What follows belongs to an exercise in optimizing a design on an open flow for small area; a production flow would make more cautious choices. RTL that was checked went through simulation tests only; none was proved equivalent to the original. Power and IR drop assume default switching activity.

## xc3s_uart
module xc3s_uart(
    input  wire CLK_50M,  
    input  wire ARST,  
    input wire UART_RX,  
    output wire UART_TX,  
    input wire UART_RX_A,  
    output wire UART_TX_A,  
    input wire [2:0] BTN,
    input wire [7:0] SWT,
    output wire [7:0] LED,
    output wire [3:0] SSG_AN_n,  
    output wire [6:0] SSG_n,  
    output wire SSG_DP_n  
    );
localparam [7:0] CR = 8'h0D;
wire clk = CLK_50M;
reg [3:0] rst_delay;
wire rst = ~&rst_delay;
always @(posedge clk) begin
    rst_delay <= {rst_delay[2:0], 1'b1};
    if ( ARST ) begin
        rst_delay <= 0;
    end
end
wire [7:0] uart1_rx_d;
wire uart1_rx_dv;
wire [7:0] uart1_tx_d;
wire uart1_tx_ld;
wire uart1_tx_dr;
wire uart1_tx_dr_next;
uart_rx #(.RESET_DATA(0)) uart1_rx(
    .clk(clk),
    .rst(rst),
    .rx(UART_RX),
    .d(uart1_rx_d),
    .dv(uart1_rx_dv)
    );
uart_tx #(.EARLY(1)) uart1_tx(
    .clk(clk),
    .rst(rst),
    .din(uart1_tx_d),
    .ld(uart1_tx_ld),
    .dr(uart1_tx_dr),
    .dr_next(uart1_tx_dr_next),
  ...
For scale: ~860 cells after synthesis, roughly 37 I/O pins.
Settings: LEC_CHECK=0, CAP_MARGIN=20, CORE_MARGIN=2, CORE_UTILIZATION=40, PLACE_DENSITY=0.85, SLEW_MARGIN=20; clock period 20.0 ns.
standard.sh (not shown) runs the stock make flow with config.mk's settings and CLKGATE_MAP_FILE= SYNTH_SCRIPT=/design/flow/synth_recipe.tcl, a recipe that flattens the netlist after the stock synthesis.
==> flow/flow/run.sh <==
#!/bin/bash
# The standard layout (standard.sh), with three changes to how it is made:
# - synthesis leaves adders to ABC (no half/full adder cell extraction) and
#   maps the logic with an area-oriented ABC script (flow/abc.script: &deepsyn,
#   then delay-relaxed &nf), in place of ORFS's abc_speed.script;
# - port buffers are buf_1 cells;
# - the clock tree uses clkbuf_8 cells in clusters of up to 16 sinks, without
#   dummy loads.
set -euo pipefail
rm -rf scripts_abc
cp -r "$FLOW_HOME/scripts" scripts_abc
cp flow/abc.script scripts_abc/abc_speed.script
export BUFFER_PORTS_ARGS="-buffer_cell sky130_fd_sc_hd__buf_1"
export CTS_ARGS="-sink_clustering_enable -repair_clock_nets -dont_use_dummy_load -buf_list sky130_fd_sc_hd__clkbuf_8 -sink_clustering_size 16 -sink_clustering_max_diameter 100"
ADDER_MAP_FILE= SCRIPTS_DIR="$PWD/scripts_abc" bash standard.sh synth > synth.log 2>&1
bash standard.sh > layout.log 2>&1
==> flow/flow/abc.script <==
&get -n
&st
&deepsyn -T 30
&dch -f
&nf -R 1000 -p -F 8 -A 4
&put
topo
stime -c
dnsize -c
The starting point completed with no timing, DRC or antenna violations.
Then changed:
--- a/flow/flow/run.sh
+++ b/flow/flow/run.sh
@@ -6,3 +6,3 @@
 # - port buffers are buf_1 cells;
-# - the clock tree uses clkbuf_8 cells in clusters of up to 16 sinks, without
+# - the clock tree uses clkbuf_4 cells in clusters of up to 9 sinks, without
 #   dummy loads.
@@ -13,3 +13,3 @@
 export BUFFER_PORTS_ARGS="-buffer_cell sky130_fd_sc_hd__buf_1"
-export CTS_ARGS="-sink_clustering_enable -repair_clock_nets -dont_use_dummy_load -buf_list sky130_fd_sc_hd__clkbuf_8 -sink_clustering_size 16 -sink_clustering_max_diameter 100"
+export CTS_ARGS="-sink_clustering_enable -repair_clock_nets -dont_use_dummy_load -buf_list sky130_fd_sc_hd__clkbuf_4 -sink_clustering_size 9 -sink_clustering_max_diameter 60"
 ADDER_MAP_FILE= SCRIPTS_DIR="$PWD/scripts_abc" bash standard.sh synth > synth.log 2>&1
CORE_UTILIZATION = 60   (was 40)
PLACE_DENSITY = 0.9   (was 0.85)
Result: Sequential power hardly moves; design area decreases slightly; via count increases by a few percent; hold slack got worse by 0.016 ns.
Then changed:
CORE_UTILIZATION = 40   (was 60)
PLACE_DENSITY = 0.85   (was 0.9)
The changed run went through all stages and came out clean.
Final cell count increases by 8.6%.
Sequential power stays flat.
Core utilization decreases by 22 points.
Non-clock buffer count increases by 1.
Power barely changes.
Synthesized cell count does not change.
Design area increases by 1.3%.
Global-route usage decreases by 7.2 points.
Fmax hardly moves.

xc3s_uart, a different RTL version from the one above (not shown whole).
Size: ~860 cells after synthesis, roughly 220 flip-flops, about 37 I/O pins.
==> flow/config.mk <==
export PLATFORM = sky130hd
export DESIGN_NAME = xc3s_uart
export DESIGN_NICKNAME = xc3s_uart
export VERILOG_FILES = /design/flow/design.v
export SDC_FILE = /design/flow/constraint.sdc
export NUM_CORES = 4
export LEC_CHECK = 0
export CAP_MARGIN = 0
export CORE_MARGIN = 2
export CORE_UTILIZATION = 40
export PLACE_DENSITY = 0.85
export SLEW_MARGIN = 0
==> flow/constraint.sdc <==
create_clock -name core_clock -period 20.0 [get_ports {CLK_50M}]
set_input_delay 4.0000 -clock core_clock [delete_from_list [all_inputs] [get_ports {CLK_50M}]]
set_output_delay 4.0000 -clock core_clock [all_outputs]
set_load 0.01 [all_outputs]
==> flow/flow/run.sh <==
#!/bin/bash
# The standard layout (standard.sh), with three changes to how it is made:
# - synthesis leaves adders to ABC (no half/full adder cell extraction) and
#   maps the logic with an area-oriented ABC script (flow/abc.script: &deepsyn,
#   then delay-relaxed &nf), in place of ORFS's abc_speed.script;
# - port buffers are buf_1 cells;
# - the clock tree uses clkbuf_4 cells in clusters of up to 10 sinks, without
#   dummy loads.
set -euo pipefail
rm -rf scripts_abc
cp -r "$FLOW_HOME/scripts" scripts_abc
cp flow/abc.script scripts_abc/abc_speed.script
export BUFFER_PORTS_ARGS="-buffer_cell sky130_fd_sc_hd__buf_1"
export CTS_ARGS="-sink_clustering_enable -repair_clock_nets -dont_use_dummy_load -buf_list sky130_fd_sc_hd__clkbuf_4 -sink_clustering_size 10 -sink_clustering_max_diameter 60"
ADDER_MAP_FILE= SCRIPTS_DIR="$PWD/scripts_abc" bash standard.sh synth > synth.log 2>&1
bash standard.sh > layout.log 2>&1
Scripts as last shown in full above: flow/flow/abc.script
Then changed:
--- a/flow/config.mk
+++ b/flow/config.mk
@@ -7,3 +7,3 @@
 export LEC_CHECK = 0
-export CAP_MARGIN = 0
+export CAP_MARGIN = 20
 export CORE_MARGIN = 2
@@ -11,2 +11,2 @@
 export PLACE_DENSITY = 0.85
-export SLEW_MARGIN = 0
+export SLEW_MARGIN = 20
- routed wire length went up slightly
- core utilization stays flat
- global-route usage stays the same
- via count climbs slightly
- total power barely changes

xc3s_uart, a different RTL version from the one above (not shown whole).
Size: about 800 cells after synthesis, about 9000 um2 of cells after synthesis.
clock: 20.0 ns
lec_check: 0
cap_margin: 20
core_margin: 2
core_utilization: 40
slew_margin: 20
==> flow/flow/run.sh <==
#!/bin/bash
# The standard layout (standard.sh), with three changes to how it is made:
# - synthesis leaves adders to ABC (no half/full adder cell extraction) and
#   maps the logic with an area-oriented ABC script (flow/abc.script: &deepsyn,
#   then delay-relaxed &nf), in place of ORFS's abc_speed.script;
# - port buffers are buf_1 cells;
# - the clock tree uses clkbuf_8 cells in clusters of up to 16 sinks, without
#   dummy loads.
set -euo pipefail
rm -rf scripts_abc
cp -r "$FLOW_HOME/scripts" scripts_abc
cp flow/abc.script scripts_abc/abc_speed.script
export BUFFER_PORTS_ARGS="-buffer_cell sky130_fd_sc_hd__buf_1"
export CTS_ARGS="-sink_clustering_enable -repair_clock_nets -dont_use_dummy_load -buf_list sky130_fd_sc_hd__clkbuf_8 -sink_clustering_size 16 -sink_clustering_max_diameter 100"
ADDER_MAP_FILE= SCRIPTS_DIR="$PWD/scripts_abc" bash standard.sh synth > synth.log 2>&1
bash standard.sh > layout.log 2>&1
Scripts as last shown in full above: flow/flow/abc.script
The baseline finished clean.
Then changed:
--- a/flow/flow/run.sh
+++ b/flow/flow/run.sh
@@ -3,3 +3,2 @@
-# - synthesis leaves adders to ABC (no half/full adder cell extraction) and
-#   maps the logic with an area-oriented ABC script (flow/abc.script: &deepsyn,
-#   then delay-relaxed &nf), in place of ORFS's abc_speed.script;
+# - synthesis maps the logic with an area-oriented ABC script (flow/abc.script:
+#   &deepsyn, then delay-relaxed &nf), in place of ORFS's abc_speed.script;
@@ -15 +14 @@
-ADDER_MAP_FILE= SCRIPTS_DIR="$PWD/scripts_abc" bash standard.sh synth > synth.log 2>&1
+SCRIPTS_DIR="$PWD/scripts_abc" bash standard.sh synth > synth.log 2>&1
Outcome: First-iteration DRC count drops by 1.9%. Die area increases by 5.7%. Via count rose by 5.4%. Flip-flop and latch count does not change. Worst hold slack stays flat. Final area is higher by 5.7%.

== run A ==
xc3s_uart, a different RTL version from the one above (not shown whole).
Size in the first run: about 230 flip-flops.
==> flow/config.mk <==
export PLATFORM = sky130hd
export DESIGN_NAME = xc3s_uart
export DESIGN_NICKNAME = xc3s_uart
export VERILOG_FILES = /design/flow/design.v
export SDC_FILE = /design/flow/constraint.sdc
export NUM_CORES = 4
export LEC_CHECK = 0
export CAP_MARGIN = 20
export CORE_MARGIN = 2
export CORE_UTILIZATION = 40
export SLEW_MARGIN = 20
==> flow/constraint.sdc <==
create_clock -name core_clock -period 20.0 [get_ports {CLK_50M}]
set_input_delay 4.0000 -clock core_clock [delete_from_list [all_inputs] [get_ports {CLK_50M}]]
set_output_delay 4.0000 -clock core_clock [all_outputs]
set_load 0.01 [all_outputs]
==> flow/flow/run.sh <==
#!/bin/bash
# The standard layout (standard.sh), with three changes to how it is made:
# - synthesis leaves adders to ABC (no half/full adder cell extraction) and
#   maps the logic with an area-oriented ABC script (flow/abc.script: &deepsyn,
#   then delay-relaxed &nf), in place of ORFS's abc_speed.script;
# - port buffers are buf_1 cells;
# - the clock tree uses clkbuf_4 cells in clusters of up to 10 sinks, without
#   dummy loads.
set -euo pipefail
rm -rf scripts_abc
cp -r "$FLOW_HOME/scripts" scripts_abc
cp flow/abc.script scripts_abc/abc_speed.script
export BUFFER_PORTS_ARGS="-buffer_cell sky130_fd_sc_hd__buf_1"
export CTS_ARGS="-sink_clustering_enable -repair_clock_nets -dont_use_dummy_load -buf_list sky130_fd_sc_hd__clkbuf_4 -sink_clustering_size 10 -sink_clustering_max_diameter 60"
ADDER_MAP_FILE= SCRIPTS_DIR="$PWD/scripts_abc" bash standard.sh synth > synth.log 2>&1
bash standard.sh > layout.log 2>&1
Scripts as last shown in full above: flow/flow/abc.script
Changes in run B relative to run A:
diff --git a/flow/flow/run.sh b/flow/flow/run.sh
--- a/flow/flow/run.sh
+++ b/flow/flow/run.sh
@@ -7 +7 @@
-# - the clock tree uses clkbuf_4 cells in clusters of up to 10 sinks, without
+# - the clock tree uses clkbuf_8 cells in clusters of up to 16 sinks, without
@@ -14 +14 @@
-export CTS_ARGS="-sink_clustering_enable -repair_clock_nets -dont_use_dummy_load -buf_list sky130_fd_sc_hd__clkbuf_4 -sink_clustering_size 10 -sink_clustering_max_diameter 60"
+export CTS_ARGS="-sink_clustering_enable -repair_clock_nets -dont_use_dummy_load -buf_list sky130_fd_sc_hd__clkbuf_8 -sink_clustering_size 16 -sink_clustering_max_diameter 100"
--- outcome ---
Power dissipated by switching net loads on run B is behind run A. Summary — combinational group share of total power, run B relative to run A: higher, by 1.7 points. The initial antenna violation count reported for run B is smaller than that of run A by 1. Run B did not stop at any stage, and its layout met the timing, DRC and antenna checks. Run A: PASS, flow complete, no timing, DRC or antenna violations. Utilization delta (run B -> run A): insignificant. Number of nets in the synthesized netlist: run B < run A. When run B is measured against run A, its global-route wire length before repair turns out 1.8% lower.
Relative to run B, the following input files were edited for run C:
# run B
export LEC_CHECK = 0
export CAP_MARGIN = 20
export CORE_MARGIN = 2
export CORE_UTILIZATION = 40
export SLEW_MARGIN = 20
create_clock -name core_clock -period 20.0 [get_ports {CLK_50M}]
# run C
export LEC_CHECK = 0
export CAP_MARGIN = 20
export CORE_MARGIN = 2
export CORE_UTILIZATION = 40
export PLACE_DENSITY = 0.85
export SLEW_MARGIN = 20
create_clock -name core_clock -period 20.0 [get_ports {CLK_50M}]
diff --git a/flow/flow/run.sh b/flow/flow/run.sh
--- a/flow/flow/run.sh
+++ b/flow/flow/run.sh
@@ -7 +7 @@
-# - the clock tree uses clkbuf_8 cells in clusters of up to 16 sinks, without
+# - the clock tree uses clkbuf_4 cells in clusters of up to 10 sinks, without
@@ -14 +14 @@
-export CTS_ARGS="-sink_clustering_enable -repair_clock_nets -dont_use_dummy_load -buf_list sky130_fd_sc_hd__clkbuf_8 -sink_clustering_size 16 -sink_clustering_max_diameter 100"
+export CTS_ARGS="-sink_clustering_enable -repair_clock_nets -dont_use_dummy_load -buf_list sky130_fd_sc_hd__clkbuf_4 -sink_clustering_size 10 -sink_clustering_max_diameter 60"
Notes after the runs:
Total power draw improves in run C relative to run B.
Run C vs. run B: net count of the finished layout has increased; total vias in the final route grew by about 5%; final standard cell utilization of the core decreased by 0.17 points relative to the old numbers; register-to-register slack went down by 0.44 ns.

Another version of the RTL of xc3s_uart (not shown whole).
Size in the first run: about 240 flip-flops, roughly 37 I/O pins, about 11,000 um^2 of cells after synthesis.
==> flow/config.mk <==
export PLATFORM = sky130hd
export DESIGN_NAME = xc3s_uart
export DESIGN_NICKNAME = xc3s_uart
export VERILOG_FILES = /design/flow/design.v
export SDC_FILE = /design/flow/constraint.sdc
export NUM_CORES = 4
export LEC_CHECK = 0
export CAP_MARGIN = 20
export CORE_MARGIN = 2
export CORE_UTILIZATION = 65
export SLEW_MARGIN = 20
==> flow/constraint.sdc <==
create_clock -name core_clock -period 20.0 [get_ports {CLK_50M}]
set_input_delay 4.0000 -clock core_clock [delete_from_list [all_inputs] [get_ports {CLK_50M}]]
set_output_delay 4.0000 -clock core_clock [all_outputs]
set_load 0.01 [all_outputs]
==> flow/flow/run.sh <==
#!/bin/bash
# Standard layout, with buf_1 port buffers and a clock tree of small buffers
# without dummy loads.
set -euo pipefail
export BUFFER_PORTS_ARGS="-buffer_cell sky130_fd_sc_hd__buf_1"
export CTS_ARGS="-sink_clustering_enable -repair_clock_nets -dont_use_dummy_load -buf_list sky130_fd_sc_hd__clkbuf_8 -sink_clustering_size 16 -sink_clustering_max_diameter 100"
bash standard.sh > standard.log 2>&1
Change:
--- a/flow/flow/run.sh
+++ b/flow/flow/run.sh
@@ -2,2 +2,6 @@
-# Standard layout, with buf_1 port buffers and a clock tree of small buffers
-# without dummy loads.
+# The standard layout (standard.sh), with three changes to how it is made:
+# - synthesis maps the logic with an area-oriented ABC script (flow/abc.script:
+#   &deepsyn, then delay-relaxed &nf), in place of ORFS's abc_speed.script;
+# - port buffers are buf_1 cells;
+# - the clock tree uses clkbuf_8 cells in clusters of up to 16 sinks, without
+#   dummy loads.
@@ -4,0 +9,3 @@
+rm -rf scripts_abc
+cp -r "$FLOW_HOME/scripts" scripts_abc
+cp flow/abc.script scripts_abc/abc_speed.script
@@ -7 +14,2 @@
-bash standard.sh > standard.log 2>&1
+SCRIPTS_DIR="$PWD/scripts_abc" bash standard.sh synth > synth.log 2>&1
+bash standard.sh > layout.log 2>&1
==> flow/flow/abc.script (new file) <==
&get -n
&st
&deepsyn -T 30
&dch -f
&nf -R 1000 -p -F 8 -A 4
&put
topo
stime -c
dnsize -c
- CORE_UTILIZATION: 65 -> 40
Worst setup slack gains 0.072 ns; sequential share of layout area is higher by 3.0 points; utilization came out lower by 25 points.
Change:
==> flow/flow/run.sh (replaced) <==
#!/bin/bash
# Standard layout, with buf_1 port buffers and a clock tree of small buffers
# without dummy loads.
set -euo pipefail
export BUFFER_PORTS_ARGS="-buffer_cell sky130_fd_sc_hd__buf_1"
export CTS_ARGS="-sink_clustering_enable -repair_clock_nets -dont_use_dummy_load -buf_list sky130_fd_sc_hd__clkbuf_8 -sink_clustering_size 16 -sink_clustering_max_diameter 100"
bash standard.sh > standard.log 2>&1
removed: flow/flow/abc.script
The new run finished clean.
Via count climbs by 6.7%.
Global-route usage is lower by 0.12 points.
Fmax falls by 0.77%.
Cell area rose by 7.4%.
Setup slack gets worse by 0.066 ns.
Sequential share of layout area went down by 3.7 points.
Combinational power increases by 13%.
Core utilization drops by 1.1 points.
No run of this note included a check of the RTL's function; only the layout flow was run.

-- what the ideal ports hide --
In the flow no input, the clock included, has a driving cell. The finished layouts below were timed again as built, in two steps.
Step 1, drivers: a clkbuf_16 drives CLK_50M and a buf_2 each remaining input, both assumed.
Step 2 adds t to the input delays and takes it off the output delays; t is the mean of the earliest and latest rising clock arrival at the registers after step 1. Input paths then give back, and output paths get back, about the clock's delay inside the block.
a / b / c = ideal ports / drivers / drivers and shift; a / b = the first two.
run | shift t [ns] | setup slack, ns | clock arrival spread, ns | worst data-port slew with drivers (ns) | pins driven straight from the clock port
the first run of note 1 | 0.522 | 11.540 / 11.518 / 11.518 | 0.039 / 0.039 | 0.05 | 1
the second run of note 1 | 0.663 | 11.537 / 11.517 / 11.517 | 0.049 / 0.049 | 0.03 | 1
the third run of note 1 | 0.665 | 11.519 / 11.494 / 11.494 | 0.031 / 0.031 | 0.05 | 1
the first run of note 2 | 0.634 | 11.533 / 11.513 / 11.513 | 0.100 / 0.100 | 0.06 | 1
the second run of note 2 | 0.633 | 11.533 / 11.513 / 11.513 | 0.105 / 0.105 | 0.06 | 1
the first run of note 3 | 0.537 | 11.572 / 11.551 / 11.551 | 0.059 / 0.059 | 0.04 | 1
the second run of note 3 | 0.540 | 11.568 / 11.546 / 11.546 | 0.018 / 0.018 | 0.03 | 1
run A | 0.662 | 11.570 / 11.550 / 11.550 | 0.048 / 0.048 | 0.03 | 1
run B | 0.513 | 11.568 / 11.547 / 11.547 | 0.086 / 0.086 | 0.03 | 1
run C | 0.661 | 11.570 / 11.550 / 11.550 | 0.032 / 0.032 | 0.04 | 1
the first run of note 5 | 0.538 | 11.495 / 11.476 / 11.476 | 0.046 / 0.046 | 0.03 | 1
the second run of note 5 | 0.547 | 11.567 / 11.547 / 11.547 | 0.016 / 0.016 | 0.03 | 1
the third run of note 5 | 0.554 | 11.502 / 11.482 / 11.482 | 0.034 / 0.035 | 0.05 | 1
After both steps setup and hold are still met in every run listed. For the third run of note 1, which loses most, drivers alone change the setup slack by -0.025 ns; drivers and shift together by -0.025 ns.
